Context: an optimization exercise on an open-source flow, tuned for small area and a short achievable clock period. The choices shown serve that exercise and are no tape-out recipe.
Function was checked by simulation only, so behaviour that the tests miss may differ from the original.
The clock port is modelled as an ideal driver, which makes a skipped or thinned clock tree look cheaper than it is; a real chip needs a root buffer or a tree.
Power and IR drop assume default switching activity.

Design c6288_top, start of the top module:
module c6288_top (
  input         clk,
  input  [15:0] a,
  input  [15:0] b,
  output [31:0] p
);
==> flow/config.mk <==
export PLATFORM = sky130hd
export DESIGN_NAME = c6288_top
export DESIGN_NICKNAME = c6288_top
export VERILOG_FILES = /design/flow/design.v
export SDC_FILE = /design/flow/constraint.sdc
export NUM_CORES = 4
export LEC_CHECK = 0
export CAP_MARGIN = 20
export CORE_MARGIN = 2
export CORE_UTILIZATION = 65
export SLEW_MARGIN = 20
export SYNTH_HIERARCHICAL = 1
export SYNTH_MINIMUM_KEEP_SIZE = 0
==> flow/constraint.sdc <==
create_clock -name core_clock -period 15.0 [get_ports {clk}]
set_input_delay 3.0000 -clock core_clock [delete_from_list [all_inputs] [get_ports {clk}]]
set_output_delay 3.0000 -clock core_clock [all_outputs]
set_load 0.01 [all_outputs]
standard.sh (not shown) runs the stock make flow with config.mk's settings and CLKGATE_MAP_FILE= SYNTH_SCRIPT=/design/flow/synth_recipe.tcl, a recipe that flattens the netlist after the stock synthesis.
==> flow/flow/run.sh <==
#!/bin/bash
set -uo pipefail
source flow/params.sh
export RES=orfs/results/sky130hd/c6288_top/base
ARGS=(MATCH_CELL_FOOTPRINT=0 "BUFFER_PORTS_ARGS=-buffer_cell $PORT_BUF" SETUP_SLACK_MARGIN=$SETUP_MARGIN $EXTRA)
if [ -n "${CTS_OPTS:-}" ]; then ARGS+=("CTS_ARGS=$CTS_OPTS"); fi
bash standard.sh "${ARGS[@]}" floorplan > std_floorplan.log 2>&1 || exit 1
if [ -n "$IN_FF" ]; then
  IN_FF=$IN_FF openroad -no_init -exit flow/upsize.tcl > upsize.log 2>&1 || exit 1
fi
bash standard.sh "${ARGS[@]}" cts > std_cts.log 2>&1 || exit 1
if [ -n "$SKEW_CELLS" ]; then
  SKEW_CELLS="$SKEW_CELLS" ROOT_CELL="${ROOT_CELL:-}" P_GROUP="${P_GROUP:-8}" IN_ROOTS="${IN_ROOTS:-2}" openroad -no_init -exit flow/${SKEW_TCL:-skew.tcl} > skew.log 2>&1 || exit 1
fi
bash standard.sh "${ARGS[@]}" finish > std_finish.log 2>&1
st=$?
cp orfs/logs/sky130hd/c6288_top/base/*.log . 2>/dev/null
exit $st
==> flow/flow/params.sh <==
SETUP_MARGIN=11.0
PORT_BUF=sky130_fd_sc_hd__buf_1
IN_FF=sky130_fd_sc_hd__dfxtp_2
SKEW_CELLS="sky130_fd_sc_hd__clkdlybuf4s25_1 sky130_fd_sc_hd__clkbuf_8"
EXTRA="SKIP_CTS_REPAIR_TIMING=1 REMOVE_ABC_BUFFERS=1 SETUP_MOVE_SEQUENCE=sizeup,swap"
CTS_OPTS="-sink_clustering_enable -repair_clock_nets -dont_use_dummy_load -buf_list {sky130_fd_sc_hd__clkbuf_4 sky130_fd_sc_hd__clkbuf_8}"
SKEW_TCL="skew2.tcl"
ROOT_CELL="sky130_fd_sc_hd__clkbuf_16"
P_GROUP="8"
IN_ROOTS="3"
Other scripts of this flow, unchanged in this note and not shown: flow/flow/skew.tcl, flow/flow/skew2.tcl, flow/flow/upsize.tcl
The first run completed with no timing, DRC or antenna violations.
Next try:
--- a/flow/flow/params.sh
+++ b/flow/flow/params.sh
@@ -1,5 +1,5 @@
-SETUP_MARGIN=11.0
+SETUP_MARGIN=10.6
 PORT_BUF=sky130_fd_sc_hd__buf_1
 IN_FF=sky130_fd_sc_hd__dfxtp_2
-SKEW_CELLS="sky130_fd_sc_hd__clkdlybuf4s25_1 sky130_fd_sc_hd__clkbuf_8"
+SKEW_CELLS="sky130_fd_sc_hd__clkdlybuf4s50_1 sky130_fd_sc_hd__clkbuf_8"
 EXTRA="SKIP_CTS_REPAIR_TIMING=1 REMOVE_ABC_BUFFERS=1 SETUP_MOVE_SEQUENCE=sizeup,swap"
--- a/flow/config.mk
+++ b/flow/config.mk
@@ -10,2 +10,3 @@
 export CORE_UTILIZATION = 65
+export PLACE_DENSITY = 0.8
 export SLEW_MARGIN = 20
Global-route usage rose by 0.88 points.
Utilization drops by 2.0 points.
Maximum frequency stays flat.
Flip-flop and latch count stays the same.
Final area decreases by about 2.7%.
Register-to-register slack hardly moves.
Power went down by about 9%.
Routed wire length is about the same.
Die area is unchanged.
Synthesized cell count does not change.
No run of this note takes its clock network from TritonCTS; it comes from the design's own scripts or RTL.

[port drivers added, routing unchanged]
How much do the figures lean on ideal ports? The routed layouts below were timed once more, with nothing changed but the port constraints. Step 1, drivers: a clkbuf_16 drives clk and a buf_2 each remaining input, both assumed. Step 2, shift: input delay + t, output delay - t, t = (earliest + latest rising clock arrival at the registers) / 2. This alone moves slack from input paths to output paths. Three values: ideal ports, drivers, drivers and shift; two values: the first two.
run	t, ns	setup WS [ns]	worst hold slack (ns)	clock arrival spread, ns	slew at the worst register clock pin (ns)	worst data-port slew with drivers (ns)
the first run	0.419	10.641 / 10.641 / 10.641	0.172 / 0.173 / 0.173	0.451 / 0.450	0.09 / 0.09	0.04
the second run	0.526	10.644 / 10.644 / 10.644	0.153 / 0.153 / 0.153	0.668 / 0.667	0.08 / 0.08	0.04
In the first run and the second run the clock reaches the registers at very different times; t lies between them, and the last value is a rough guide only.
